This design comes from an exercise in tuning for small area, a short achievable clock period and few clock cycles per item on the open sky130 flow, not from production work.
Only simulation tests tie the RTL to the original design; equivalence was not proved.

==> flow/design.v (outline; a module is shown in full before it is edited, if it fits) <==
// module Cfu: 164 lines
// module cfu_ssum: 110 lines
// module cfu_prod: 725 lines
// module cfu_dp: 929 lines
module Cfu (
    input               cmd_valid,
    output              cmd_ready,
    input      [9:0]    cmd_payload_function_id,
    input      [31:0]   cmd_payload_inputs_0,
    input      [31:0]   cmd_payload_inputs_1,
    output              rsp_valid,
    input               rsp_ready,
    output     [31:0]   rsp_payload_outputs_0,
    input               reset,
    input               clk
);
  // ...
==> flow/run.sh <==
#!/bin/bash
# synth_recipe.tcl (not shown) runs the flow's synth.tcl, then flattens the netlist and writes it again
# the make line also repeats each setting of config.mk as NAME=value (left out here)
make -C /OpenROAD-flow-scripts/flow DESIGN_CONFIG=/design/flow/config.mk WORK_HOME=/design/flow/orfs CLKGATE_MAP_FILE= SYNTH_SCRIPT=/design/flow/synth_recipe.tcl finish
==> flow/config.mk <==
export PLATFORM = sky130hd
export DESIGN_NAME = Cfu
export DESIGN_NICKNAME = Cfu
export VERILOG_FILES = /design/flow/design.v
export SDC_FILE = /design/flow/constraint.sdc
export NUM_CORES = 4
export LEC_CHECK = 0
export CAP_MARGIN = 20
export CORE_MARGIN = 2
export CORE_UTILIZATION = 40
export SLEW_MARGIN = 20
==> flow/constraint.sdc <==
create_clock -name core_clock -period 20.0 [get_ports {clk}]
set_input_delay 4.0000 -clock core_clock [delete_from_list [all_inputs] [get_ports {clk}]]
set_output_delay 4.0000 -clock core_clock [all_outputs]
set_load 0.01 [all_outputs]
==> run notes, run 1 <==
## STA
* **transition at the pin with the smallest max-transition slack** 1230 ps
* **RSZ-0062 raised after global routing** no

## CTS
* **clock transition time at the flip-flop clock pins of the worst setup and hold paths** 60 ps
* **hold-fix buffer count after cts** 0
* **Post CTS Setup Buffer Count** 0
* **largest buffer count on any clock path** 3

## Finish
* **Layout non-clock buf frac** 4.80%
* **post-layout net count** 4541
* **most common cell after layout, fill and taps aside** sky130_fd_sc_hd__nand2_1
* **FFs & Latches** 413
* **diode insertion count for antenna repair** 5
* **clkbuf count** 66

## Yosys
* **xor/xnor cell area share of the yosys netlist** 4.89%
* **area fraction in and, or, nand and nor cells after synthesis** 15.4%
* **Post-Synthesis Cell Area** 35000 um2
* **sequential cell area fraction in the yosys report** 24.5%
* **number of standard cells after synthesis** 3993
* **FF+latch count, synth** 413

## Critical path
* **slowest cell on the critical path** sky130_fd_sc_hd__clkdlybuf4s50_1
* **kind of cell adding the most delay to the critical path** buffers and inverters
* **count of cell instances traversed by the critical path** 12
* **largest stage delay on the critical path** 630 ps
* **reg-to-reg slack, setup** 11450 ps

## Placement
* **port bufs** 108
* **placement-stage cell area** 37300 um2
* **dpl hpwl** 83800 um

## Die
* **Die Wd** 300 um

## Job
* **MaxCap Viol Count** 0

## Worst hold path
* **HP Start** sg[5]$_SDFFE_PP0P_

## Routing
* **DRT met1 WL** 51200 um
* **top routing layer in use** met4

## GRT
* **wire length of the first global-routing pass** 184000 um
* **GR Layer Usage met3** 4.81%
* **pin count of the biggest net entering global routing** 104

## Outcome
* **outcome** timing/DRC/antenna clean

Testbench counts, summed over its fixed seeds: cycles 13,214, items 12,741.
==> module Cfu, before the edit <==
module Cfu (
    input               cmd_valid,
    output              cmd_ready,
    input      [9:0]    cmd_payload_function_id,
    input      [31:0]   cmd_payload_inputs_0,
    input      [31:0]   cmd_payload_inputs_1,
    output              rsp_valid,
    input               rsp_ready,
    output     [31:0]   rsp_payload_outputs_0,
    input               reset,
    input               clk
);
    reg [31:0] InputOffset, FilterOffset, accumulator;
    reg [31:0] acc0, acc1, acc2, acc3, global_input;
    reg [31:0] kprod;    
    reg [31:0] cg;       
    reg [31:0] hold;     
    reg  [9:0] sg;       
    reg [14:0] bdig;     
    reg [17:0] pa, pb;   
    reg        pend;     
    reg        f0ph;     
    reg  [2:0] kstep;    
    reg        op_mac, op_cg, op_p2;
    reg  [1:0] op_k;
    wire       op_p1 = f0ph;    
    wire [31:0] in0 = cmd_payload_inputs_0;
    wire [31:0] in1 = cmd_payload_inputs_1;
    wire [6:0]  f   = cmd_payload_function_id[9:3];
    wire is0   = (f == 7'd0);
    wire is1   = (f == 7'd1);
    wire is2   = (f == 7'd2);
    wire is3   = (f == 7'd3);
    wire is4   = (f == 7'd4);
    wire is5   = (f == 7'd5);
    wire isMac = (f == 7'd6) | (f == 7'd7) | (f == 7'd8) | (f == 7'd9);
    wire is10  = (f == 7'd10);
    wire isRd  = (f == 7'd11) | (f == 7'd12) | (f == 7'd13) | (f == 7'd14);
    wire fast  = is0 | is5 | isMac | is10 | isRd;    
    wire [1:0] kmac = f[1:0] - 2'd2;
    wire [1:0] krd  = f[1:0] - 2'd3;
    wire kbusy = (kstep != 3'd0);
    wire stall = (is0 & ~f0ph)
               | ((is0 | is5 | isMac) & kbusy)
               | (is4 & op_p2)
               | (isRd & op_mac & (op_k == krd));
    assign cmd_ready = ~pend & ~stall;
    wire   accept    = cmd_valid & cmd_ready;
    assign rsp_valid = pend | (accept & fast);
    reg [31:0] accsel_r;
    always @(*) begin
        case (krd)
            2'd0: accsel_r = acc0;
            2'd1: accsel_r = acc1;
            2'd2: accsel_r = acc2;
            default: accsel_r = acc3;
        endcase
    end
    assign rsp_payload_outputs_0 = pend ? hold : (f[3] ? accsel_r : accumulator);
    reg [31:0] rval;
    always @(*) begin
        if (is0 | is4)            rval = accumulator;
        else if (is2 | is3)       rval = in0;
        else if (isRd)            rval = accsel_r;
        else                      rval = 32'd0;
    end
    wire        f0first = ~f[3] & ~f[2] & ~f0ph;
    wire [31:0] pu = f0first ? in1 : global_input;
    wire [17:0] qa, qb;
    cfu_prod prod (.U(pu), .V(in0), .A(qa), .B(qb));
    wire [31:0] sin = f0first ? in1 : in0;
    wire [9:0]  s0;
    cfu_ssum ssum (.W(sin), .S(s0));
    reg  [9:0]  snext;
    always @(*) begin
        case (kstep)
            3'd1: snext = {2'b00, InputOffset[31:24]};
            3'd2: snext = {2'b00, InputOffset[23:16]};
            3'd3: snext = {2'b00, InputOffset[15:8]};
            3'd4: snext = {2'b00, InputOffset[7:0]};
            3'd5: snext = sg;
            default: snext = s0;
        endcase
    end
    wire [10:0] se = {snext, 1'b0};
    reg  [4:0]  bone, btwo, bneg;
    integer j;
    always @(*) begin
        for (j = 0; j < 5; j = j + 1) begin
            bone[j] = se[2*j+1] ^ se[2*j];
            btwo[j] = (se[2*j+2] & ~se[2*j+1] & ~se[2*j]) | (~se[2*j+2] & se[2*j+1] & se[2*j]);
            bneg[j] = se[2*j+2];
        end
    end
    wire kstepping = (kstep >= 3'd2);
    reg [31:0] accsel_m;
    always @(*) begin
        case (op_k)
            2'd0: accsel_m = acc0;
            2'd1: accsel_m = acc1;
            2'd2: accsel_m = acc2;
            default: accsel_m = acc3;
        endcase
    end
    wire        pen = op_mac | op_p1;
    wire [31:0] X = (op_mac | op_p1) ? InputOffset : FilterOffset;
    wire [31:0] C = op_mac ? cg : ((op_p1 | op_cg) ? {kprod[29:0], 2'b00} : 32'd0);
    wire [31:0] M = kstepping ? ((kstep == 3'd2) ? 32'd0 : {kprod[23:0], 8'd0}) :
                    (op_p1 | op_p2) ? accumulator :
                    op_mac ? accsel_m : 32'd0;
    wire [31:0] R;
    cfu_dp dp (.A(pa), .B(pb), .pen(pen), .X(X), .M(M), .C(C),
               .bone(bdig[4:0]), .btwo(bdig[9:5]), .bneg(bdig[14:10]), .R(R));
    always @(posedge clk) begin
        bdig <= {bneg, btwo, bone};
        pa <= qa;
        pb <= qb;
        if (~pend) hold <= rval;
        if (reset) begin
            InputOffset <= 32'd0;
            FilterOffset <= 32'd0;
            accumulator <= 32'd0;
            acc0 <= 32'd0; acc1 <= 32'd0; acc2 <= 32'd0; acc3 <= 32'd0;
            global_input <= 32'd0;
            kprod <= 32'd0;
            cg <= 32'd0;
            sg <= 10'd0;
            pend <= 1'b0;
            f0ph <= 1'b0;
            kstep <= 3'd0;
            op_mac <= 1'b0; op_cg <= 1'b0; op_p2 <= 1'b0;
            op_k <= 2'd0;
        end else begin
            pend <= pend ? ~rsp_ready : (accept & (~fast | ~rsp_ready));
            f0ph <= cmd_valid & ~pend & is0 & ~f0ph & ~kbusy;
            op_p2  <= accept & is0;
            op_mac <= accept & isMac;
            op_k   <= kmac;
            op_cg  <= (accept & is5) | ((kstep == 3'd5) & ~(accept & (is2 | is3)));
            if (accept & is2) InputOffset <= in0;
            if (accept & is3) FilterOffset <= in0;
            if (accept & (is2 | is3)) kstep <= 3'd1;
            else if (kbusy) kstep <= (kstep == 3'd5) ? 3'd0 : kstep + 3'd1;
            if (kstepping) kprod <= R;
            if (op_cg) cg <= R;
            if (accept & is5) begin
                global_input <= in0;
                sg <= s0;
            end
            if (accept & is1) accumulator <= 32'd0;
            else if (op_p1 | op_p2) accumulator <= R;
            if (accept & is10) begin
                acc0 <= 32'd0; acc1 <= 32'd0; acc2 <= 32'd0; acc3 <= 32'd0;
            end else if (op_mac) begin
                case (op_k)
                    2'd0: acc0 <= R;
                    2'd1: acc1 <= R;
                    2'd2: acc2 <= R;
                    default: acc3 <= R;
                endcase
            end
        end
    end
endmodule
==> inputs of run 2 (changes only) <==
--- a/flow/design.v
+++ b/flow/design.v
@@ -65,7 +65,7 @@
         else                      rval = 32'd0;
     end
     wire        f0first = ~f[3] & ~f[2] & ~f0ph;
-    wire [31:0] pu = f0first ? in1 : global_input;
+    wire [31:0] pu = (f[3] | f[2]) ? global_input : in1;
     wire [17:0] qa, qb;
     cfu_prod prod (.U(pu), .V(in0), .A(qa), .B(qb));
     wire [31:0] sin = f0first ? in1 : in0;
@@ -122,12 +122,10 @@
             accumulator <= 32'd0;
             acc0 <= 32'd0; acc1 <= 32'd0; acc2 <= 32'd0; acc3 <= 32'd0;
             global_input <= 32'd0;
-            kprod <= 32'd0;
-            cg <= 32'd0;
             sg <= 10'd0;
             pend <= 1'b0;
             f0ph <= 1'b0;
-            kstep <= 3'd0;
+            kstep <= 3'd1;       
             op_mac <= 1'b0; op_cg <= 1'b0; op_p2 <= 1'b0;
             op_k <= 2'd0;
         end else begin
--- a/flow/config.mk
+++ b/flow/config.mk
@@ -7,5 +7,5 @@
 export LEC_CHECK = 0
 export CAP_MARGIN = 20
 export CORE_MARGIN = 2
-export CORE_UTILIZATION = 40
+export CORE_UTILIZATION = 60
 export SLEW_MARGIN = 20
==> run notes, run 2 <==
## Critical path
* **signal arrival time at the worst endpoint** 7230 ps
* **Worst setup EP type** output pin
* **cell chain of the critical path** clkdlybuf4s50_1, inv_1, ha_1, buf_4, or4b_1, o211ai_1, nor2_1, a211oi_1, nor2_1, nor2b_1, a21o_1, clkdlybuf4s50_1
* **endpoint required time on the critical path** 16000 ps
* **worst setup path class** primary input to output pin
* **largest stage delay on the critical path** 550 ps, -80 ps
* **largest driver fanout on the critical path** 41
* **kind of cell adding the most delay to the critical path** buffers and inverters
* **slowest cell on the critical path** sky130_fd_sc_hd__clkdlybuf4s50_1
* **crit path buf inv count** 4
* **type of origin of the critical path** primary input

## CTS
* **worst skew pair latency** 640 ps
* **Post CTS Setup Buffer Count** 0, unchanged
* **clock buffer count from CTS** 47
* **hold-fix buffer count after cts** 0, unchanged
* **number of sinks on the clock net** 413
* **Clock Root Buffer** sky130_fd_sc_hd__clkbuf_16
* **number of levels in the clock H-tree** 2
* **clock transition time at the flip-flop clock pins of the worst setup and hold paths** 60 ps, about the same
* **quantity of gates resized following cts** 0
* **clock tree from TritonCTS** yes
* **largest buffer count on any clock path** 3, unchanged

## Placement
* **final estimated routing congestion in global placement** 0.947
* **placement-stage cell area** 36700 um2, -1.6%
* **port bufs** 108, unchanged
* **dpl hpwl** 84100 um, +0.40%

## Yosys
* **FF+latch count, synth** 413, unchanged
* **Avg Cell Area, Syn** 9.23 um2
* **cell type with the largest total area after synthesis** sky130_fd_sc_hd__fa_1
* **number of flops mapped to enable cells by yosys** 94
* **sequential cell area fraction in the yosys report** 26.3%, +1.8 points
* **count of different cell masters after synthesis** 64
* **most frequently used flop master after synthesis** sky130_fd_sc_hd__dfxtp_1
* **post-synthesis net count** 4355
* **dominant cells by area after synthesis** sky130_fd_sc_hd__fa_1 (25%), sky130_fd_sc_hd__dfxtp_1 (18%), sky130_fd_sc_hd__edfxtp_1 (8.1%), sky130_fd_sc_hd__nand2_1 (5.8%), sky130_fd_sc_hd__inv_1 (5.1%)
* **share of async-settable or async-resettable flops after synthesis** 0%
* **warnings from Yosys** 1
* **Post-Synthesis Cell Area** 35000 um2, about the same
* **number of standard cells after synthesis** 3792, -5.0%
* **top cells by count, synth** sky130_fd_sc_hd__nand2_1 (544), sky130_fd_sc_hd__inv_1 (471), sky130_fd_sc_hd__fa_1 (430), sky130_fd_sc_hd__dfxtp_1 (319), sky130_fd_sc_hd__a21oi_1 (243)
* **share of Yosys cell area claimed by the top area cell type** 24.6%
* **most frequently used cell type in the post-synthesis netlist** sky130_fd_sc_hd__nand2_1

## STA
* **setup TNS** 0 ps
* **final setup vio count** 0
* **number of slew-limit violations in the final report** 0
* **maximum clock frequency** 89.0 MHz
* **final critical-path required period** 11230 ps
* **post-route clock skew** 75.4 ps
* **relative slew slack** 21.5%
* **RSZ-0062 raised after global routing** no
* **final clock period utilization by the worst path** 56.2%
* **count of endpoints failing hold in the final timing report** 0
* **transition at the pin with the smallest max-transition slack** 1170 ps, -59.1 ps

## Finish
* **fraction of layout instances using a drive strength above 1** 6.83%
* **most common cell after layout, fill and taps aside** sky130_fd_sc_hd__nand2_1
* **relative area change from synthesis to final layout** 9.60%
* **cell area after layout** 38400 um2
* **most used cells in the layout excluding fill and tap cells** sky130_fd_sc_hd__nand2_1 (543), sky130_fd_sc_hd__inv_1 (470), sky130_fd_sc_hd__fa_1 (430), sky130_fd_sc_hd__dfxtp_1 (312), sky130_fd_sc_hd__a21oi_1 (243)
* **post-layout net count** 4329, -4.7%

## Die
* **area of the core** 57700 um2
* **num ports** 112
* **site row count** 88
* **die outline area** 60300 um2
* **Die Wd** 246 um, -18%
* **die span in y** 246 um
* **starting density of the core** 60.7%

## GRT
* **pin count of the biggest net entering global routing** 93, -11%
* **total congestion overflow after global routing** 0
* **number of antenna violations at the first check in global routing** 6
* **global-route usage over all layers** 40.5%
* **number of global-route vias before repair** 28900
* **wire length of the first global-routing pass** 180000 um, -2.1%

## Routing
* **post-route ant nets** 0
* **first-pass iteration count of the detailed router** 10
* **post-detailed-route via-to-cell ratio** 6.28
* **drt initial violations** 3723
* **total length of routed wires** 120000 um
* **# DRC** 0
* **post-DR wirelength/cell** 26.3 um
* **via count** 28700

## Outcome
* **outcome** timing/DRC/antenna clean

## Job
* **MaxCap Viol Count** 0, unchanged

## Worst hold path
* **Hold Path Class** flip-flop to flip-flop

run 2: worst paths after layout:
kind	start	endpoint	slack [ps]	cells after the start
min reg2reg	FilterOffset[24]$_SDFFE_PP0P_	FilterOffset[24]$_SDFFE_PP0P_	450	2
max	cmd_payload_function_id[3]	rsp_valid	8770	12
max reg2reg	op_mac$_SDFF_PP0_	kprod[27]$_DFFE_PP_	11300	27
min	FilterOffset[24]$_SDFFE_PP0P_	FilterOffset[24]$_SDFFE_PP0P_	450	2
run 2: final cells by class:
cell class | count | area, um2
Clock buffer | 61 | 1310
Multi-Input combinational cell | 2645 | 23100
Fill cell | 4795 | 19300
Clock inverter | 26 | 300
Antenna cell | 7 | 17.5
Timing Repair Buffer | 187 | 1680
Sequential cell | 413 | 9220
Tap cell | 765 | 957
Inverter | 472 | 1770
run 2: cells by family (layout without fill, tap and decap cells):
kind of cell             after synthesis  count (layout)  synth area share (%)
adder cells (fa/ha/maj)              485             485                  26.6
AND/OR/NAND/NOR                     1052            1052                  13.7
XOR/XNOR                             195             195                  4.90
buffers and inverters                734             746                  7.97
multiplexers                         182             182                  6.46
other                                  0               7                     0
flip-flops                           413             413                  26.3
AO/OA/AOI/OAI                        731             731                  14.1
run 2: routing by layer:
layer / wire length, um / track usage [%]
met1: 44000 / 52.0
met2: 55000 / 63.3
met3: 13200 / 8.49
met4: 8300 / 24.2
met5: 9 / 0
run 2: stage by stage:
| step | std cells | util (%) | worst slack, ps | hold slack [ps] |
|---|---|---|---|---|
| 6_report | 4576 | 66.5 | 8770 | 452 |
| 3_3_place_gp | 4480 | 63.6 | 8880 | 439 |
| 3_5_place_dp | 4481 | 63.6 | 8810 | 444 |
| 4_1_cts | 4568 | 66.4 | 8810 | 453 |
| 5_1_grt | 4569 | 66.5 | 8560 | 468 |
| 2_1_floorplan | 3792 | - | 10160 | 433 |
run 2: worst reg2reg max path, stage by stage, from the launching register on:
cell	delay, ps
sky130_fd_sc_hd__dfxtp_1	300
sky130_fd_sc_hd__buf_4	450
sky130_fd_sc_hd__or2_2	290
sky130_fd_sc_hd__buf_4	250
sky130_fd_sc_hd__buf_4	490
sky130_fd_sc_hd__nand2_1	130
sky130_fd_sc_hd__nand2_1	390
sky130_fd_sc_hd__a22oi_1	180
sky130_fd_sc_hd__xor2_1	220
sky130_fd_sc_hd__fa_1	540
sky130_fd_sc_hd__inv_1	70
sky130_fd_sc_hd__fa_1	370
sky130_fd_sc_hd__inv_1	100
sky130_fd_sc_hd__fa_1	430
sky130_fd_sc_hd__inv_1	90
sky130_fd_sc_hd__fa_1	420
sky130_fd_sc_hd__ha_1	210
sky130_fd_sc_hd__fa_1	370
sky130_fd_sc_hd__ha_1	380
sky130_fd_sc_hd__nand4_1	170
sky130_fd_sc_hd__nor2_1	60
sky130_fd_sc_hd__a41oi_1	420
sky130_fd_sc_hd__a31oi_1	290
sky130_fd_sc_hd__a211oi_1	580
sky130_fd_sc_hd__o21ai_0	230
sky130_fd_sc_hd__a22oi_1	200
sky130_fd_sc_hd__xor2_1	670
sky130_fd_sc_hd__inv_1	130
Testbench counts of run 2, summed over its fixed seeds: cycles 13,214, items 12,741.
==> inputs of run 3 (changes only) <==
==> flow/flow/run.sh (new file) <==
#!/bin/bash
cp standard.sh standard_sh_copy.txt
export SETUP_SLACK_MARGIN=9.5
bash standard.sh finish > standard_finish.log 2>&1
==> flow/standard.sh (new file) <==
#!/bin/bash
# synth_recipe.tcl (not shown) runs the flow's synth.tcl, then flattens the netlist and writes it again
# the make line also repeats each setting of config.mk as NAME=value (left out here)
make -C /OpenROAD-flow-scripts/flow DESIGN_CONFIG=/design/flow/config.mk WORK_HOME=/design/flow/orfs CLKGATE_MAP_FILE= SYNTH_SCRIPT=/design/flow/synth_recipe.tcl "${@:-finish}"
removed: flow/run.sh
==> run notes, run 3 <==
## Yosys
* **cell type with the largest total area after synthesis** sky130_fd_sc_hd__fa_1
* **number of flops mapped to enable cells by yosys** 94, unchanged
* **dominant combinational cell family by area after synthesis** adder cells
* **number of standard cells after synthesis** 3792, unchanged
* **post-synthesis compound-gate area fraction** 14.1%, unchanged
* **Adder-Cell Fraction of Synth Area** 26.6%, unchanged
* **sequential cell area fraction in the yosys report** 26.3%, unchanged
* **most frequently used flop master after synthesis** sky130_fd_sc_hd__dfxtp_1
* **Avg Cell Area, Syn** 9.23 um2, unchanged
* **area fraction in and, or, nand and nor cells after synthesis** 13.7%, unchanged
* **dominant cells by area after synthesis** sky130_fd_sc_hd__fa_1 (25%), sky130_fd_sc_hd__dfxtp_1 (18%), sky130_fd_sc_hd__edfxtp_1 (8.1%), sky130_fd_sc_hd__nand2_1 (5.8%), sky130_fd_sc_hd__inv_1 (5.1%)
* **FF+latch count, synth** 413, unchanged
* **post-synthesis net count** 4355, unchanged
* **xor/xnor cell area share of the yosys netlist** 4.90%, unchanged
* **count of different cell masters after synthesis** 64, unchanged
* **most frequently used cell type in the post-synthesis netlist** sky130_fd_sc_hd__nand2_1
* **warnings from Yosys** 1, unchanged
* **Post-Synthesis Cell Area** 35000 um2, unchanged
* **top cells by count, synth** sky130_fd_sc_hd__nand2_1 (544), sky130_fd_sc_hd__inv_1 (471), sky130_fd_sc_hd__fa_1 (430), sky130_fd_sc_hd__dfxtp_1 (319), sky130_fd_sc_hd__a21oi_1 (243)
* **share of async-settable or async-resettable flops after synthesis** 0%, unchanged
* **share of Yosys cell area claimed by the top area cell type** 24.6%, unchanged
* **share of synthesized area spent on multiplexers** 6.46%, unchanged

## CTS
* **number of levels in the clock H-tree** 2, unchanged
* **largest buffer count on any clock path** 3, unchanged
* **number of sinks on the clock net** 413, unchanged
* **clock buffer count from CTS** 47, unchanged
* **clock transition time at the flip-flop clock pins of the worst setup and hold paths** 60 ps, about the same
* **worst skew pair latency** 640 ps, about the same
* **clock tree from TritonCTS** yes
* **Clock Root Buffer** sky130_fd_sc_hd__clkbuf_16

## Routing
* **post-DR wirelength/cell** 26.4 um, +0.18%
* **# DRC** 0, unchanged
* **post-detailed-route via-to-cell ratio** 6.31, +0.43%
* **via count** 28900, +0.56%
* **total length of routed wires** 121000 um, +0.31%
* **post-route ant nets** 0, unchanged
* **first-pass iteration count of the detailed router** 9, -1
* **drt initial violations** 3769, +1.2%

## Finish
* **area used by multi-input combinational logic** 23100 um2, about the same
* **most used cells in the layout excluding fill and tap cells** sky130_fd_sc_hd__nand2_1 (543), sky130_fd_sc_hd__inv_1 (470), sky130_fd_sc_hd__fa_1 (430), sky130_fd_sc_hd__dfxtp_1 (312), sky130_fd_sc_hd__a21oi_1 (243)
* **post-layout net count** 4333, +0.092%
* **final cell count without fillers** 4582, +0.13%
* **relative area change from synthesis to final layout** 9.98%
* **number of inserted filler cells in the final layout** 4778, -0.35%
* **FF/Latch Area** 9220 um2, unchanged
* **most common cell after layout, fill and taps aside** sky130_fd_sc_hd__nand2_1
* **fraction of layout instances using a drive strength above 1** 7.09%, +0.26 points

## GRT
* **number of global-route vias before repair** 29000, +0.29%
* **wire length of the first global-routing pass** 181000 um, +0.17%
* **total congestion overflow after global routing** 0, unchanged
* **global-route usage over all layers** 40.5%, +0.053 points
* **number of antenna violations at the first check in global routing** 7, +1
* **pin count of the biggest net entering global routing** 93, unchanged

## Placement
* **final estimated routing congestion in global placement** 0.947, unchanged
* **port bufs** 108, unchanged
* **dpl hpwl** 84100 um, unchanged
* **number of instances in the placed design** 4481, unchanged

## Die
* **area of the core** 57700 um2, unchanged
* **die outline area** 60300 um2, unchanged
* **Die Wd** 246 um, unchanged
* **die span in y** 246 um, unchanged
* **num ports** 112, unchanged
* **starting density of the core** 60.7%, unchanged
* **site row count** 88, unchanged

## Critical path
* **endpoint required time on the critical path** 16000 ps, about the same
* **signal arrival time at the worst endpoint** 6430 ps, -800 ps
* **slowest cell on the critical path** sky130_fd_sc_hd__clkdlybuf4s50_1
* **worst setup path class** primary input to output pin
* **largest stage delay on the critical path** 760 ps, +210 ps
* **depth of the worst register-to-register path** 27, unchanged
* **Worst setup EP type** output pin
* **source of the critical timing path** cmd_payload_function_id[4]
* **type of origin of the critical path** primary input
* **Crit path top cell by count** sky130_fd_sc_hd__mux2i_1
* **Reg2Reg Launch Point** op_mac$_SDFF_PP0_
* **largest driver fanout on the critical path** 20, -51%
* **cell chain of the critical path** clkdlybuf4s15_2, inv_1, ha_2, buf_12, a222oi_1, mux2i_1, mux2i_1, o21ai_0, clkdlybuf4s50_1

## Worst hold path
* **Hold Path Class** flip-flop to flip-flop
* **Hold Path Stages** 2, unchanged
* **HP Start** FilterOffset[24]$_SDFFE_PP0P_

## STA
* **final critical-path required period** 10430 ps, -801 ps
* **post-route clock skew** 79.2 ps, +3.85 ps
* **RSZ-0062 raised after global routing** no
* **number of slew-limit violations in the final report** 0, unchanged
* **final clock period utilization by the worst path** 52.2%, -4.0 points
* **transition at the pin with the smallest max-transition slack** 1210 ps, +44.4 ps
* **relative slew slack** 18.5%, -3.0 points
* **maximum clock frequency** 95.9 MHz, +7.7%
* **setup TNS** 0 ps, unchanged
* **count of endpoints failing hold in the final timing report** 0, unchanged
* **final setup vio count** 0, unchanged

## Outcome
* **outcome** timing/DRC/antenna clean

## Job
* **MaxCap Viol Count** 0, unchanged

run 3: cell type report:
class,count,share of cell area [%]
flip-flops and latches,413,23.9
inverters,472,4.61
clock inverters,26,0.780
well taps,765,2.49
multi-input cells,2645,60.1
diodes,9,0.0585
clock buffers,61,3.41
repair buffers,191,4.65
run 3: path summary, 6_finish.rpt:
kind	to	slack (ps)
setup / recovery	rsp_payload_outputs_0[30]	9570
hold / removal	FilterOffset[24]$_SDFFE_PP0P_	450
setup reg to reg	kprod[27]$_DFFE_PP_	11330
hold reg to reg	FilterOffset[24]$_SDFFE_PP0P_	450
run 3: timing repair:
item	4_1_cts	5_1_grt
gates cloned	1	1
hold buffers	0	0
resized for setup	19	5
setup endpoints to repair	34	10
pin swaps	0	0
buffers inserted	1	1
run 3: cells by family (layout without fill, tap and decap cells):
family	after synthesis	after routing
AO/OA/AOI/OAI	731	731
XOR/XNOR	195	195
adder cells (fa/ha/maj)	485	485
buffers and inverters	734	750
flip-flops	413	413
multiplexers	182	182
other	0	9
AND/OR/NAND/NOR	1052	1052
run 3: critical path, delay by kind of cell:
kind | cells | cell delay [ps]
buffers and inverters | 4 | 1300
AO/OA/AOI/OAI | 2 | 430
multiplexers | 2 | 410
adder cells (fa/ha/maj) | 1 | 260
run 3: layer usage:
layer  vias to the layer above  share of wire [%]  global-route usage (%)
met1                     14400                 37                    51.9
met3                       419                 10                    8.71
met4                         2                7.0                    23.8
met5                         -              0.013                       0
met2                      1721                 46                    63.6
li1                      12400                  -                       -
run 3: through the flow:
stage	hold WS, ps	setup WS, ps	area, um2	util, %
detailed placement	444	8810	36700	63.6
floorplan	433	10160	35000	-
global placement	439	8880	36700	63.6
finish	454	9570	38500	66.7
global route	468	9500	38500	66.7
CTS	453	9400	38400	66.6
==> inputs of run 4 (changes only) <==
--- a/flow/design.v
+++ b/flow/design.v
@@ -12,6 +12,7 @@
 );
     reg [31:0] InputOffset, FilterOffset, accumulator;
     reg [31:0] acc0, acc1, acc2, acc3, global_input;
+    reg  [3:0] zf;       
     reg [31:0] kprod;    
     reg [31:0] cg;       
     reg [31:0] hold;     
@@ -19,6 +20,7 @@
     reg [14:0] bdig;     
     reg [17:0] pa, pb;   
     reg        pend;     
+    reg        f0seen;   
     reg        f0ph;     
     reg  [2:0] kstep;    
     reg        op_mac, op_cg, op_p2;
@@ -47,15 +49,9 @@
     assign cmd_ready = ~pend & ~stall;
     wire   accept    = cmd_valid & cmd_ready;
     assign rsp_valid = pend | (accept & fast);
-    reg [31:0] accsel_r;
-    always @(*) begin
-        case (krd)
-            2'd0: accsel_r = acc0;
-            2'd1: accsel_r = acc1;
-            2'd2: accsel_r = acc2;
-            default: accsel_r = acc3;
-        endcase
-    end
+    wire [3:0]  rdsel = (4'b0001 << krd) & ~zf;
+    wire [31:0] accsel_r = ({32{rdsel[0]}} & acc0) | ({32{rdsel[1]}} & acc1)
+                         | ({32{rdsel[2]}} & acc2) | ({32{rdsel[3]}} & acc3);
     assign rsp_payload_outputs_0 = pend ? hold : (f[3] ? accsel_r : accumulator);
     reg [31:0] rval;
     always @(*) begin
@@ -64,11 +60,10 @@
         else if (isRd)            rval = accsel_r;
         else                      rval = 32'd0;
     end
-    wire        f0first = ~f[3] & ~f[2] & ~f0ph;
-    wire [31:0] pu = (f[3] | f[2]) ? global_input : in1;
+    wire [31:0] pu = f0seen ? in1 : global_input;
     wire [17:0] qa, qb;
     cfu_prod prod (.U(pu), .V(in0), .A(qa), .B(qb));
-    wire [31:0] sin = f0first ? in1 : in0;
+    wire [31:0] sin = f0seen ? in1 : in0;
     wire [9:0]  s0;
     cfu_ssum ssum (.W(sin), .S(s0));
     reg  [9:0]  snext;
@@ -107,7 +102,7 @@
     wire [31:0] C = op_mac ? cg : ((op_p1 | op_cg) ? {kprod[29:0], 2'b00} : 32'd0);
     wire [31:0] M = kstepping ? ((kstep == 3'd2) ? 32'd0 : {kprod[23:0], 8'd0}) :
                     (op_p1 | op_p2) ? accumulator :
-                    op_mac ? accsel_m : 32'd0;
+                    (op_mac & ~zf[op_k]) ? accsel_m : 32'd0;
     wire [31:0] R;
     cfu_dp dp (.A(pa), .B(pb), .pen(pen), .X(X), .M(M), .C(C),
                .bone(bdig[4:0]), .btwo(bdig[9:5]), .bneg(bdig[14:10]), .R(R));
@@ -120,17 +115,19 @@
             InputOffset <= 32'd0;
             FilterOffset <= 32'd0;
             accumulator <= 32'd0;
-            acc0 <= 32'd0; acc1 <= 32'd0; acc2 <= 32'd0; acc3 <= 32'd0;
+            zf <= 4'b1111;
             global_input <= 32'd0;
             sg <= 10'd0;
             pend <= 1'b0;
+            f0seen <= 1'b0;
             f0ph <= 1'b0;
             kstep <= 3'd1;       
             op_mac <= 1'b0; op_cg <= 1'b0; op_p2 <= 1'b0;
             op_k <= 2'd0;
         end else begin
             pend <= pend ? ~rsp_ready : (accept & (~fast | ~rsp_ready));
-            f0ph <= cmd_valid & ~pend & is0 & ~f0ph & ~kbusy;
+            f0seen <= cmd_valid & ~pend & is0 & ~f0seen & ~f0ph & ~kbusy;
+            f0ph <= f0seen;
             op_p2  <= accept & is0;
             op_mac <= accept & isMac;
             op_k   <= kmac;
@@ -147,16 +144,16 @@
             end
             if (accept & is1) accumulator <= 32'd0;
             else if (op_p1 | op_p2) accumulator <= R;
-            if (accept & is10) begin
-                acc0 <= 32'd0; acc1 <= 32'd0; acc2 <= 32'd0; acc3 <= 32'd0;
-            end else if (op_mac) begin
-                case (op_k)
-                    2'd0: acc0 <= R;
-                    2'd1: acc1 <= R;
-                    2'd2: acc2 <= R;
-                    default: acc3 <= R;
-                endcase
-            end
+            if (accept & is10) zf <= 4'b1111;
+            else if (op_mac) zf <= zf & ~(4'b0001 << op_k);
+        end
+        if (op_mac) begin
+            case (op_k)
+                2'd0: acc0 <= R;
+                2'd1: acc1 <= R;
+                2'd2: acc2 <= R;
+                default: acc3 <= R;
+            endcase
         end
     end
 endmodule
==> flow/flow/run.sh (replaced) <==
#!/bin/bash
cp standard.sh standard_sh_copy.txt
export SETUP_SLACK_MARGIN=10.0
bash standard.sh finish > standard_finish.log 2>&1
==> run notes, run 4 <==
## Finish
* **most common cell after layout, fill and taps aside** sky130_fd_sc_hd__nand2_1
* **Final Core Density** 68.0%, +1.3 points
* **most used cells in the layout excluding fill and tap cells** sky130_fd_sc_hd__nand2_1 (508), sky130_fd_sc_hd__inv_1 (456), sky130_fd_sc_hd__fa_1 (430), sky130_fd_sc_hd__a22oi_1 (267), sky130_fd_sc_hd__edfxtp_1 (222)
* **relative area change from synthesis to final layout** 12.2%
* **post-layout net count** 4159, -4.0%
* **fraction of layout instances using a drive strength above 1** 9.03%, +1.9 points

## GRT
* **number of antenna violations at the first check in global routing** 13, +6
* **global-route usage over all layers** 40.2%, -0.29 points
* **pin count of the biggest net entering global routing** 76, -18%
* **wire length of the first global-routing pass** 176000 um, -2.5%
* **number of global-route vias before repair** 28200, -2.7%
* **total congestion overflow after global routing** 0, unchanged

## Yosys
* **Post-Synthesis Cell Area** 34200 um2, -2.3%
* **cell type with the largest total area after synthesis** sky130_fd_sc_hd__fa_1
* **post-synthesis net count** 4080, -6.3%
* **most frequently used flop master after synthesis** sky130_fd_sc_hd__edfxtp_1
* **count of different cell masters after synthesis** 66, +3.1%
* **sequential cell area fraction in the yosys report** 31.0%, +4.7 points
* **share of Yosys cell area claimed by the top area cell type** 25.2%, +0.58 points
* **share of async-settable or async-resettable flops after synthesis** 0%, unchanged
* **warnings from Yosys** 1, unchanged
* **dominant cells by area after synthesis** sky130_fd_sc_hd__fa_1 (25%), sky130_fd_sc_hd__edfxtp_1 (19%), sky130_fd_sc_hd__dfxtp_1 (11%), sky130_fd_sc_hd__a22oi_1 (5.9%), sky130_fd_sc_hd__nand2_1 (5.6%)
* **number of standard cells after synthesis** 3518, -7.2%
* **number of flops mapped to enable cells by yosys** 222, +140%
* **Avg Cell Area, Syn** 9.72 um2, +5.3%
* **most frequently used cell type in the post-synthesis netlist** sky130_fd_sc_hd__nand2_1
* **top cells by count, synth** sky130_fd_sc_hd__nand2_1 (508), sky130_fd_sc_hd__inv_1 (458), sky130_fd_sc_hd__fa_1 (430), sky130_fd_sc_hd__a22oi_1 (268), sky130_fd_sc_hd__edfxtp_1 (222)
* **FF+latch count, synth** 418, +1.2%

## Routing
* **# DRC** 0, unchanged
* **post-detailed-route via-to-cell ratio** 6.25, -0.84%
* **post-DR wirelength/cell** 26.8 um, +1.4%
* **drt initial violations** 3249, -14%
* **first-pass iteration count of the detailed router** 6, -3
* **post-route ant nets** 0, unchanged
* **via count** 27500, -4.8%
* **total length of routed wires** 118000 um, -2.6%

## STA
* **final clock period utilization by the worst path** 49.9%, -2.2 points
* **number of slew-limit violations in the final report** 0, unchanged
* **final setup vio count** 0, unchanged
* **Hold WS** 450 ps, -4.38 ps
* **setup TNS** 0 ps, unchanged
* **final critical-path required period** 9990 ps, -446 ps
* **relative slew slack** 19.6%, +1.0 points
* **post-route clock skew** 40.8 ps, -38.4 ps
* **maximum clock frequency** 100 MHz, +4.5%
* **Worst Slack Setup Final** 10010 ps, +446 ps
* **RSZ-0062 raised after global routing** no
* **transition at the pin with the smallest max-transition slack** 1190 ps, -18.7 ps
* **count of endpoints failing hold in the final timing report** 0, unchanged

## Outcome
* **outcome** timing/DRC/antenna clean

## CTS
* **largest buffer count on any clock path** 3, unchanged
* **clock buffer count from CTS** 45, -4.3%
* **Clock Root Buffer** sky130_fd_sc_hd__clkbuf_16
* **clock tree from TritonCTS** yes
* **worst skew pair latency** 620 ps, -20 ps
* **clock transition time at the flip-flop clock pins of the worst setup and hold paths** 60 ps, about the same
* **number of sinks on the clock net** 418, +1.2%
* **number of levels in the clock H-tree** 2, unchanged

## Critical path
* **largest driver fanout on the critical path** 4, -80%
* **slowest cell on the critical path** sky130_fd_sc_hd__or4b_4
* **largest stage delay on the critical path** 580 ps, -180 ps
* **worst setup path class** primary input to output pin
* **cell chain of the critical path** clkdlybuf4s50_1, or4b_4, a211oi_4, buf_12, nand4_1, o211ai_1, nor2_1, buf_2
* **type of origin of the critical path** primary input
* **endpoint required time on the critical path** 16000 ps, about the same
* **Worst setup EP type** output pin
* **signal arrival time at the worst endpoint** 5990 ps, -440 ps

## Job
* **MaxCap Viol Count** 0, unchanged

## Worst hold path
* **Hold Path Class** flip-flop to flip-flop

## Die
* **starting density of the core** 60.6%, about the same
* **die outline area** 58900 um2, -2.3%
* **site row count** 87, -1.1%
* **die span in y** 243 um, -1.1%
* **Die Wd** 243 um, -1.1%
* **num ports** 112, unchanged
* **area of the core** 56400 um2, -2.3%

## Placement
* **dpl hpwl** 82100 um, -2.4%
* **pre-CTS WS** 8530 ps, -278 ps
* **final estimated routing congestion in global placement** 0.988, +4.4%
* **port bufs** 108, unchanged

## run 4: changes by cell type after synthesis, moves of 60 or more
cell / delta
sky130_fd_sc_hd__dfxtp_1: -123
sky130_fd_sc_hd__nor2b_1: -71
sky130_fd_sc_hd__mux2i_1: -95
sky130_fd_sc_hd__a22oi_1: +60
sky130_fd_sc_hd__edfxtp_1: +128
sky130_fd_sc_hd__a211oi_1: -77
sky130_fd_sc_hd__o21ai_0: +94
## run 4: worst paths after layout
kind                                 from                            to  slack (ps)  cells past startpoint
max            cmd_payload_function_id[8]                     cmd_ready       10010                      8
min          global_input[5]$_SDFFE_PP0P_  global_input[5]$_SDFFE_PP0P_         450                      2
max reg2reg            op_k[0]$_SDFF_PP0_  accumulator[30]$_SDFFE_PP0P_       11520                     23
min reg2reg  global_input[5]$_SDFFE_PP0P_  global_input[5]$_SDFFE_PP0P_         450                      2
## run 4: metrics by stage
| step | cells | area (um2) |
|---|---|---|
| 2_1_floorplan | 3518 | 34200 |
| 3_3_place_gp | 4272 | 36200 |
| 3_5_place_dp | 4272 | 36200 |
| 4_1_cts | 4383 | 38300 |
| 5_1_grt | 4393 | 38300 |
| 6_report | 4398 | 38400 |
## run 4: routing by layer
metal  vias to the layer above  global-route usage (%)  part of all wire, %
li1                      11700                       -                    -
met1                     13600                    51.1                   36
met2                      1762                    63.0                   45
met3                       432                    8.75                   12
met4                         8                    25.4                  7.3
met5                         -                       0                0.065
## run 4: what timing repair did
item | CTS | global route
setup endpoints to repair | 34 | 31
cloned | 6 | 0
hold buffers | 0 | 0
pin swaps | 6 | 6
setup buffers | 22 | 5
resized for setup | 93 | 19
## run 4: area by class of cell
cell class,count,area (um2)
antenna,9,22.5
clock buffer,58,1220
clock inverter,25,317
fill,4525,18000
inverter,461,1730
multi-input combinational,2434,21300
sequential,418,10600
tap,756,946
timing repair buffer,237,2220
## run 4: cell families (layout without fill, tap and decap cells)
| logic type | count (synthesis) | in the layout | synth area share, % |
|---|---|---|---|
| AOI/OAI and AO/OA | 684 | 684 | 12.8 |
| xor gates and xnor gates | 194 | 194 | 5.01 |
| adders and majority gates | 484 | 484 | 27.2 |
| buffers and inverters | 668 | 781 | 7.36 |
| DFF | 418 | 418 | 31.0 |
| muxes | 92 | 92 | 4.01 |
| other | 0 | 9 | 0 |
| and+or+nand+nor | 978 | 980 | 12.7 |
## run 4: worst max-delay path: cells and delay by family
kind	cells	cell delay, ps
AO/OA/AOI/OAI	2	440
buffers and inverters	3	750
AND/OR/NAND/NOR	3	790
Testbench counts of run 4, summed over its fixed seeds: cycles 13,495, items 12,741.
==> inputs of run 5 (changes only) <==
==> flow/flow/run.sh (replaced) <==
#!/bin/bash
cp standard.sh standard_sh_copy.txt
export SETUP_SLACK_MARGIN=9.5
bash standard.sh finish > standard_finish.log 2>&1
==> run notes, run 5 <==
## STA
* **Hold WS** 449 ps, -0.809 ps
* **transition at the pin with the smallest max-transition slack** 1170 ps, -27.9 ps
* **final clock period utilization by the worst path** 52.5%, +2.6 points
* **post-route clock skew** 44.4 ps, +3.54 ps
* **number of slew-limit violations in the final report** 0, unchanged
* **final critical-path required period** 10500 ps, +512 ps
* **RSZ-0062 raised after global routing** yes
* **count of endpoints failing hold in the final timing report** 0, unchanged
* **relative slew slack** 22.0%, +2.5 points
* **setup TNS** 0 ps, unchanged
* **maximum clock frequency** 95.3 MHz, -4.9%
* **final setup vio count** 0, unchanged

## CTS
* **largest buffer count on any clock path** 3, unchanged
* **number of levels in the clock H-tree** 2, unchanged
* **clock tree from TritonCTS** yes
* **clock buffer count from CTS** 45, unchanged
* **clock transition time at the flip-flop clock pins of the worst setup and hold paths** 60 ps, about the same
* **Clock Root Buffer** sky130_fd_sc_hd__clkbuf_16
* **worst skew pair latency** 620 ps, about the same
* **number of sinks on the clock net** 418, unchanged

## Yosys
* **cell type with the largest total area after synthesis** sky130_fd_sc_hd__fa_1
* **number of standard cells after synthesis** 3518, unchanged
* **area fraction in and, or, nand and nor cells after synthesis** 12.7%, unchanged
* **share of synthesized area spent on multiplexers** 4.01%, unchanged
* **xor/xnor cell area share of the yosys netlist** 5.01%, unchanged
* **dominant combinational cell family by area after synthesis** adder cells
* **share of async-settable or async-resettable flops after synthesis** 0%, unchanged
* **top cells by count, synth** sky130_fd_sc_hd__nand2_1 (508), sky130_fd_sc_hd__inv_1 (458), sky130_fd_sc_hd__fa_1 (430), sky130_fd_sc_hd__a22oi_1 (268), sky130_fd_sc_hd__edfxtp_1 (222)
* **Avg Cell Area, Syn** 9.72 um2, unchanged
* **FF+latch count, synth** 418, unchanged
* **warnings from Yosys** 1, unchanged
* **sequential cell area fraction in the yosys report** 31.0%, unchanged
* **Adder-Cell Fraction of Synth Area** 27.2%, unchanged
* **most frequently used flop master after synthesis** sky130_fd_sc_hd__edfxtp_1
* **count of different cell masters after synthesis** 66, unchanged
* **number of flops mapped to enable cells by yosys** 222, unchanged
* **post-synthesis net count** 4080, unchanged
* **dominant cells by area after synthesis** sky130_fd_sc_hd__fa_1 (25%), sky130_fd_sc_hd__edfxtp_1 (19%), sky130_fd_sc_hd__dfxtp_1 (11%), sky130_fd_sc_hd__a22oi_1 (5.9%), sky130_fd_sc_hd__nand2_1 (5.6%)
* **most frequently used cell type in the post-synthesis netlist** sky130_fd_sc_hd__nand2_1
* **Post-Synthesis Cell Area** 34200 um2, unchanged
* **post-synthesis compound-gate area fraction** 12.8%, unchanged
* **share of Yosys cell area claimed by the top area cell type** 25.2%, unchanged

## Routing
* **drt initial violations** 3325, +2.3%
* **total length of routed wires** 118000 um, about the same
* **post-detailed-route via-to-cell ratio** 6.26, +0.10%
* **via count** 27500, -0.15%
* **post-route ant nets** 0, unchanged
* **post-DR wirelength/cell** 26.8 um, +0.24%
* **first-pass iteration count of the detailed router** 8, +2
* **# DRC** 0, unchanged

## Die
* **die span in y** 243 um, unchanged
* **num ports** 112, unchanged
* **area of the core** 56400 um2, unchanged
* **die outline area** 58900 um2, unchanged
* **Die Wd** 243 um, unchanged
* **site row count** 87, unchanged
* **starting density of the core** 60.6%, unchanged

## Finish
* **cell area after layout** 38200 um2, -0.28%
* **post-layout net count** 4147, -0.29%
* **area used by multi-input combinational logic** 21300 um2, -0.13%
* **relative area change from synthesis to final layout** 11.9%
* **fraction of layout instances using a drive strength above 1** 8.48%, -0.55 points
* **most common cell after layout, fill and taps aside** sky130_fd_sc_hd__nand2_1
* **number of inserted filler cells in the final layout** 4533, +0.18%
* **most used cells in the layout excluding fill and tap cells** sky130_fd_sc_hd__nand2_1 (508), sky130_fd_sc_hd__inv_1 (456), sky130_fd_sc_hd__fa_1 (430), sky130_fd_sc_hd__a22oi_1 (268), sky130_fd_sc_hd__edfxtp_1 (222)
* **FF/Latch Area** 10600 um2, unchanged

## Outcome
* **outcome** timing/DRC/antenna clean

## Critical path
* **slowest cell on the critical path** sky130_fd_sc_hd__clkdlybuf4s50_1
* **worst setup path class** primary input to output pin
* **cell chain of the critical path** dlygate4sd2_1, inv_2, ha_2, nor2b_4, bufbuf_16, a22oi_1, nand3_1, o21ai_0, o21ai_1, clkdlybuf4s50_1
* **endpoint required time on the critical path** 16000 ps, about the same
* **type of origin of the critical path** primary input
* **largest driver fanout on the critical path** 16, +12
* **signal arrival time at the worst endpoint** 6500 ps, +510 ps
* **Worst setup EP type** output pin
* **kind of cell adding the most delay to the critical path** buffers and inverters
* **crit path buf inv count** 4, +1
* **largest stage delay on the critical path** 570 ps, about the same

## GRT
* **global-route usage over all layers** 40.0%, -0.20 points
* **number of global-route vias before repair** 28000, -0.53%
* **number of antenna violations at the first check in global routing** 15, +2
* **wire length of the first global-routing pass** 175000 um, -0.47%
* **pin count of the biggest net entering global routing** 76, unchanged
* **total congestion overflow after global routing** 0, unchanged

## Job
* **MaxCap Viol Count** 0, unchanged

## Worst hold path
* **Hold Path Class** flip-flop to flip-flop

## Placement
* **placement-stage cell area** 36200 um2, unchanged
* **port bufs** 108, unchanged
* **dpl hpwl** 82100 um, unchanged
* **final estimated routing congestion in global placement** 0.988, unchanged

-- run 5: cell count changes in the layout (fill, tap and decap cells not counted), moves of 3 or more --
cell,before,now
sky130_fd_sc_hd__dlymetal6s2s_1,7,4
sky130_fd_sc_hd__clkdlybuf4s50_1,68,96
sky130_fd_sc_hd__buf_4,117,106
sky130_fd_sc_hd__buf_2,4,1
sky130_fd_sc_hd__o21ai_1,14,10
sky130_fd_sc_hd__dlygate4sd2_1,23,5
sky130_fd_sc_hd__o21ai_0,125,131
-- run 5: cell families (layout without fill, tap and decap cells) --
kind of cell               after synthesis  after routing
xor gates and xnor gates               194            194
AOI/OAI and AO/OA                      684            684
adders and majority gates              484            484
and+or+nand+nor                        978            980
DFF                                    418            418
other                                    0             10
muxes                                   92             92
buffers and inverters                  668            769
-- run 5: area by class of cell --
cell class | instances | share of cell area (%)
flip-flops and latches | 418 | 27.7
repair buffers | 225 | 5.60
diodes | 10 | 0.0654
clock inverters | 25 | 0.828
clock buffers | 58 | 3.20
multi-input cells | 2434 | 55.6
inverters | 461 | 4.52
well taps | 756 | 2.47
-- run 5: tightest hold or removal path: stages, from the launching register on --
cell and delay, ps:
sky130_fd_sc_hd__dfxtp_1 310, sky130_fd_sc_hd__nand2_1 50, sky130_fd_sc_hd__a21oi_1 50
-- run 5: worst paths after layout --
kind	from	end	slack [ps]	cells past startpoint
hold reg to reg	global_input[5]$_SDFFE_PP0P_	global_input[5]$_SDFFE_PP0P_	450	2
setup reg to reg	op_k[0]$_SDFF_PP0_	accumulator[30]$_SDFFE_PP0P_	11580	23
hold / removal	global_input[5]$_SDFFE_PP0P_	global_input[5]$_SDFFE_PP0P_	450	2
setup / recovery	cmd_payload_function_id[3]	rsp_payload_outputs_0[23]	9500	10
-- run 5: through the flow --
stage / utilization, % / setup WS (ps) / instances
2_1_floorplan: - / 10520 / 3518
3_3_place_gp: 64.3 / 8570 / 4272
3_5_place_dp: 64.3 / 8530 / 4272
4_1_cts: 67.6 / 9520 / 4372
5_1_grt: 67.8 / 9430 / 4381
6_report: 67.8 / 9500 / 4387
-- run 5: timing repair --
action | 4_1_cts | 5_1_grt
hold buffers | 0 | 0
pin swaps | 2 | 2
endpoints found under the hold margin | 0 | 0
buffers inserted | 12 | 3
gates cloned | 5 | 1
endpoints found under the setup margin | 34 | 14
gates resized for setup | 44 | 11
-- run 5: layer usage --
| metal | global-route usage (%) | share of wire (%) |
|---|---|---|
| met1 | 51.3 | 37 |
| met2 | 63.0 | 45 |
| met3 | 8.30 | 11 |
| met4 | 24.1 | 7.1 |
| met5 | 0 | 0.036 |
==> inputs of run 6 (changes only) <==
--- a/flow/design.v
+++ b/flow/design.v
@@ -25,33 +25,38 @@
     reg  [2:0] kstep;    
     reg        op_mac, op_cg, op_p2;
     reg  [1:0] op_k;
+    reg  [3:0] rdhaz;    
     wire       op_p1 = f0ph;    
     wire [31:0] in0 = cmd_payload_inputs_0;
     wire [31:0] in1 = cmd_payload_inputs_1;
     wire [6:0]  f   = cmd_payload_function_id[9:3];
-    wire is0   = (f == 7'd0);
-    wire is1   = (f == 7'd1);
-    wire is2   = (f == 7'd2);
-    wire is3   = (f == 7'd3);
-    wire is4   = (f == 7'd4);
-    wire is5   = (f == 7'd5);
-    wire isMac = (f == 7'd6) | (f == 7'd7) | (f == 7'd8) | (f == 7'd9);
-    wire is10  = (f == 7'd10);
-    wire isRd  = (f == 7'd11) | (f == 7'd12) | (f == 7'd13) | (f == 7'd14);
+    wire [15:0] lo = 16'd1 << f[3:0];
+    wire  [3:0] l2 = 4'd1 << f[1:0];
+    wire fz    = ~(f[6] | f[5] | f[4]);
+    wire is0   = fz & lo[0];
+    wire is1   = fz & lo[1];
+    wire is2   = fz & lo[2];
+    wire is3   = fz & lo[3];
+    wire is4   = fz & lo[4];
+    wire is5   = fz & lo[5];
+    wire isMac = fz & (lo[6] | lo[7] | lo[8] | lo[9]);
+    wire is10  = fz & lo[10];
+    wire isRd  = fz & (lo[11] | lo[12] | lo[13] | lo[14]);
     wire fast  = is0 | is5 | isMac | is10 | isRd;    
-    wire [1:0] kmac = f[1:0] - 2'd2;
-    wire [1:0] krd  = f[1:0] - 2'd3;
+    wire [1:0] kmac = {~f[1], f[0]};               
     wire kbusy = (kstep != 3'd0);
     wire stall = (is0 & ~f0ph)
                | ((is0 | is5 | isMac) & kbusy)
                | (is4 & op_p2)
-               | (isRd & op_mac & (op_k == krd));
+               | (isRd & rdhaz[f[1:0]]);
     assign cmd_ready = ~pend & ~stall;
     wire   accept    = cmd_valid & cmd_ready;
     assign rsp_valid = pend | (accept & fast);
-    wire [3:0]  rdsel = (4'b0001 << krd) & ~zf;
-    wire [31:0] accsel_r = ({32{rdsel[0]}} & acc0) | ({32{rdsel[1]}} & acc1)
-                         | ({32{rdsel[2]}} & acc2) | ({32{rdsel[3]}} & acc3);
+    wire [31:0] acc0z = acc0 & {32{~zf[0]}};
+    wire [31:0] acc1z = acc1 & {32{~zf[1]}};
+    wire [31:0] acc2z = acc2 & {32{~zf[2]}};
+    wire [31:0] acc3z = acc3 & {32{~zf[3]}};
+    wire [31:0] accsel_r = f[1] ? (f[0] ? acc0z : acc3z) : (f[0] ? acc2z : acc1z);
     assign rsp_payload_outputs_0 = pend ? hold : (f[3] ? accsel_r : accumulator);
     reg [31:0] rval;
     always @(*) begin
@@ -124,6 +129,7 @@
             kstep <= 3'd1;       
             op_mac <= 1'b0; op_cg <= 1'b0; op_p2 <= 1'b0;
             op_k <= 2'd0;
+            rdhaz <= 4'd0;
         end else begin
             pend <= pend ? ~rsp_ready : (accept & (~fast | ~rsp_ready));
             f0seen <= cmd_valid & ~pend & is0 & ~f0seen & ~f0ph & ~kbusy;
@@ -131,6 +137,7 @@
             op_p2  <= accept & is0;
             op_mac <= accept & isMac;
             op_k   <= kmac;
+            rdhaz  <= {4{accept & isMac}} & {l2[2], l2[1], l2[0], l2[3]};
             op_cg  <= (accept & is5) | ((kstep == 3'd5) & ~(accept & (is2 | is3)));
             if (accept & is2) InputOffset <= in0;
             if (accept & is3) FilterOffset <= in0;
==> flow/flow/run.sh (replaced) <==
#!/bin/bash
cp standard.sh standard_sh_copy.txt
export SETUP_SLACK_MARGIN=10.0
export BUFFER_PORTS_ARGS="-buffer_cell sky130_fd_sc_hd__buf_2"
bash standard.sh finish > standard_finish.log 2>&1
==> run notes, run 6 <==
## Outcome
* **outcome** timing/DRC/antenna clean

## Yosys
* **sequential cell area fraction in the yosys report** 31.2%, +0.24 points
* **share of Yosys cell area claimed by the top area cell type** 25.2%, about the same
* **most frequently used cell type in the post-synthesis netlist** sky130_fd_sc_hd__inv_1
* **number of standard cells after synthesis** 3344, -4.9%
* **Post-Synthesis Cell Area** 34200 um2, about the same
* **share of async-settable or async-resettable flops after synthesis** 0%, unchanged
* **count of different cell masters after synthesis** 69, +4.5%
* **cell type with the largest total area after synthesis** sky130_fd_sc_hd__fa_1
* **post-synthesis net count** 3902, -4.4%
* **Avg Cell Area, Syn** 10.2 um2, +5.2%
* **most frequently used flop master after synthesis** sky130_fd_sc_hd__edfxtp_1
* **number of flops mapped to enable cells by yosys** 222, unchanged
* **dominant cells by area after synthesis** sky130_fd_sc_hd__fa_1 (25%), sky130_fd_sc_hd__edfxtp_1 (20%), sky130_fd_sc_hd__dfxtp_1 (12%), sky130_fd_sc_hd__inv_1 (5.1%), sky130_fd_sc_hd__a22oi_1 (4.5%)
* **warnings from Yosys** 1, unchanged
* **FF+latch count, synth** 422, +0.96%
* **top cells by count, synth** sky130_fd_sc_hd__inv_1 (467), sky130_fd_sc_hd__fa_1 (430), sky130_fd_sc_hd__nand2_1 (287), sky130_fd_sc_hd__nor2_1 (270), sky130_fd_sc_hd__edfxtp_1 (222)

## STA
* **final clock period utilization by the worst path** 49.9%, -2.5 points
* **relative slew slack** 18.0%, -4.0 points
* **RSZ-0062 raised after global routing** yes
* **count of endpoints failing hold in the final timing report** 0, unchanged
* **final critical-path required period** 9990 ps, -509 ps
* **final setup vio count** 0, unchanged
* **number of slew-limit violations in the final report** 0, unchanged
* **post-route clock skew** 37.1 ps, -7.28 ps
* **maximum clock frequency** 100 MHz, +5.1%
* **setup TNS** 0 ps, unchanged
* **transition at the pin with the smallest max-transition slack** 1200 ps, +30.0 ps

## Critical path
* **worst setup path class** primary input to output pin
* **largest driver fanout on the critical path** 16, unchanged
* **Reg2Reg Launch Point** op_mac$_SDFF_PP0_
* **depth of the worst register-to-register path** 25, +8.7%
* **endpoint required time on the critical path** 16000 ps, about the same
* **type of origin of the critical path** primary input
* **Worst setup EP type** output pin
* **worst flop-to-flop path endpoint** accumulator[31]$_SDFFE_PP0P_
* **signal arrival time at the worst endpoint** 5990 ps, -510 ps
* **reg-to-reg slack, setup** 11740 ps, +160 ps

## GRT
* **total congestion overflow after global routing** 0, unchanged
* **number of global-route vias before repair** 27100, -3.4%
* **wire length of the first global-routing pass** 174000 um, -0.48%
* **global-route usage over all layers** 40.3%, +0.32 points
* **pin count of the biggest net entering global routing** 73, -3.9%
* **number of antenna violations at the first check in global routing** 5, -10

## Routing
* **post-route ant nets** 0, unchanged
* **post-detailed-route via-to-cell ratio** 6.26, about the same
* **total length of routed wires** 118000 um, about the same
* **first-pass iteration count of the detailed router** 8, unchanged
* **# DRC** 0, unchanged
* **post-DR wirelength/cell** 28.1 um, +4.8%
* **drt initial violations** 2837, -15%
* **via count** 26200, -4.8%

## CTS
* **Post CTS Setup Buffer Count** 0, -12
* **hold-fix buffer count after cts** 0, unchanged
* **clock buffer count from CTS** 47, +4.4%
* **number of sinks on the clock net** 422, +0.96%
* **clock transition time at the flip-flop clock pins of the worst setup and hold paths** 60 ps, about the same
* **worst skew pair latency** 620 ps, about the same
* **Clock Root Buffer** sky130_fd_sc_hd__clkbuf_16
* **clock tree from TritonCTS** yes
* **largest buffer count on any clock path** 3, unchanged
* **number of levels in the clock H-tree** 2, unchanged

## Placement
* **port bufs** 108, unchanged
* **final estimated routing congestion in global placement** 0.947, -4.1%
* **dpl hpwl** 83100 um, +1.2%
* **placement-stage cell area** 35500 um2, -1.9%

## Finish
* **most common cell after layout, fill and taps aside** sky130_fd_sc_hd__inv_1
* **number of inserted filler cells in the final layout** 4572, +0.86%
* **relative area change from synthesis to final layout** 8.95%
* **Final Core Density** 66.0%, -1.8 points
* **most used cells in the layout excluding fill and tap cells** sky130_fd_sc_hd__inv_1 (467), sky130_fd_sc_hd__fa_1 (430), sky130_fd_sc_hd__nand2_1 (287), sky130_fd_sc_hd__nor2_1 (262), sky130_fd_sc_hd__edfxtp_1 (222)
* **cell area after layout** 37200 um2, -2.6%
* **fraction of layout instances using a drive strength above 1** 10.8%, +2.4 points
* **post-layout net count** 3942, -4.9%

## Worst hold path
* **sink of the worst hold path** sg[3]$_SDFFE_PP0P_
* **Hold Path Stages** 2, unchanged
* **Hold Path Class** flip-flop to flip-flop
* **HP Start** sg[3]$_SDFFE_PP0P_

## Die
* **num ports** 112, unchanged
* **Die Wd** 243 um, about the same
* **area of the core** 56400 um2, unchanged
* **die span in y** 243 um, about the same
* **die outline area** 58900 um2, about the same
* **site row count** 87, unchanged
* **starting density of the core** 60.6%, about the same

## Job
* **MaxCap Viol Count** 0, unchanged

==> run 6: layout make-up <==
cell class	instances	area, um2	area share (%)
multi-input combinational	2263	21200	56.8
sequential	422	10700	28.7
inverter	471	1770	4.75
clock buffer	63	1330	3.57
timing repair buffer	179	1130	3.04
tap	756	946	2.54
clock inverter	24	216	0.581
antenna	3	7.51	0.0202
==> run 6: how the worst max path moves through the flow <==
stage	slack, ps	cells after the start	endpoint	start
after floorplan	10470	9	rsp_payload_outputs_0[11]	cmd_payload_function_id[4]
after global placement	9460	6	rsp_valid	cmd_payload_function_id[6]
after detailed placement	9440	6	rsp_valid	cmd_payload_function_id[6]
after CTS	9890	6	rsp_valid	cmd_payload_function_id[7]
after global routing	9950	10	rsp_payload_outputs_0[30]	cmd_payload_function_id[3]
final	10010	10	rsp_payload_outputs_0[7]	cmd_payload_function_id[3]
==> run 6: kinds of logic after synthesis <==
group	Yosys count	synth area share, %
and+or+nand+nor	807	10.7
buffers and inverters	660	7.39
AOI/OAI and AO/OA	593	11.8
adders and majority gates	480	27.0
DFF	422	31.2
xor gates and xnor gates	192	4.98
muxes	190	6.95
==> run 6: repair_timing <==
action | 4_1_cts | 5_1_grt
pin swaps | 1 | 1
resized for setup | 21 | 15
endpoints found under the setup margin | 23 | 28
gates cloned | 0 | 2
==> run 6: routing by layer <==
layer  up-vias  wire, um  track usage [%]
met3       355     12400             9.32
met5         -        32                0
met1     13200     42000             50.3
met4         4      7820             22.8
li1      11100         -                -
met2      1533     55300             65.2
==> run 6: per-stage QoR <==
step / worst slack (ps) / instances / hold WS (ps)
floorplan: 10470 / 3344 / 445
global placement: 9460 / 4089 / 457
detailed placement: 9440 / 4089 / 460
CTS: 9890 / 4176 / 470
global route: 9950 / 4179 / 513
finish: 10010 / 4181 / 472
==> run 6: critical path: stages <==
cell and delay [ps]:
sky130_fd_sc_hd__buf_2 260, sky130_fd_sc_hd__or2_2 270, sky130_fd_sc_hd__nor2_4 90, sky130_fd_sc_hd__clkbuf_16 210
sky130_fd_sc_hd__a22o_1 200, sky130_fd_sc_hd__a221oi_1 450, sky130_fd_sc_hd__nand2_1 100, sky130_fd_sc_hd__o21ai_0 100
sky130_fd_sc_hd__o21ai_1 120, sky130_fd_sc_hd__buf_2 190
Testbench counts of run 6, summed over its fixed seeds: cycles 13,495, items 12,741.

## afterwards: timing with drivers on the ports
How much do the figures lean on ideal ports? The routed layouts below were timed once more, with nothing changed but the port constraints. Step 1 sets driving cells, clkbuf_16 on the clock port and buf_2 on the other inputs (assumed; they add their load-dependent delay and slew). Step 2, shift: input delay + t, output delay - t, t = (earliest + latest rising clock arrival at the registers) / 2. This alone moves slack from input paths to output paths. a / b / c = ideal ports / drivers / drivers and shift; a / b = the first two.
run | t, ns | setup slack, ns | hold WS [ns] | worst setup path after step 2 | clock arrival spread, ns
run 1 | 0.653 | 8.275 / 8.252 / 8.252 | 0.450 / 0.450 / 0.450 | input to output | 0.056 / 0.056
run 2 | 0.662 | 8.766 / 8.730 / 8.730 | 0.452 / 0.452 / 0.452 | input to output | 0.075 / 0.076
run 3 | 0.661 | 9.567 / 9.546 / 9.179 | 0.454 / 0.454 / 0.454 | input to register | 0.079 / 0.079
run 4 | 0.659 | 10.013 / 9.976 / 9.976 | 0.450 / 0.450 / 0.450 | input to output | 0.041 / 0.041
run 5 | 0.663 | 9.502 / 9.482 / 9.482 | 0.449 / 0.449 / 0.449 | input to output | 0.044 / 0.045
run 6 | 0.659 | 10.011 / 9.985 / 9.985 | 0.472 / 0.472 / 0.472 | input to output | 0.037 / 0.037
After both steps setup and hold are still met in every run listed. The setup slack of run 3, which loses most, moves by -0.021 ns with the drivers and by -0.388 ns with both steps.
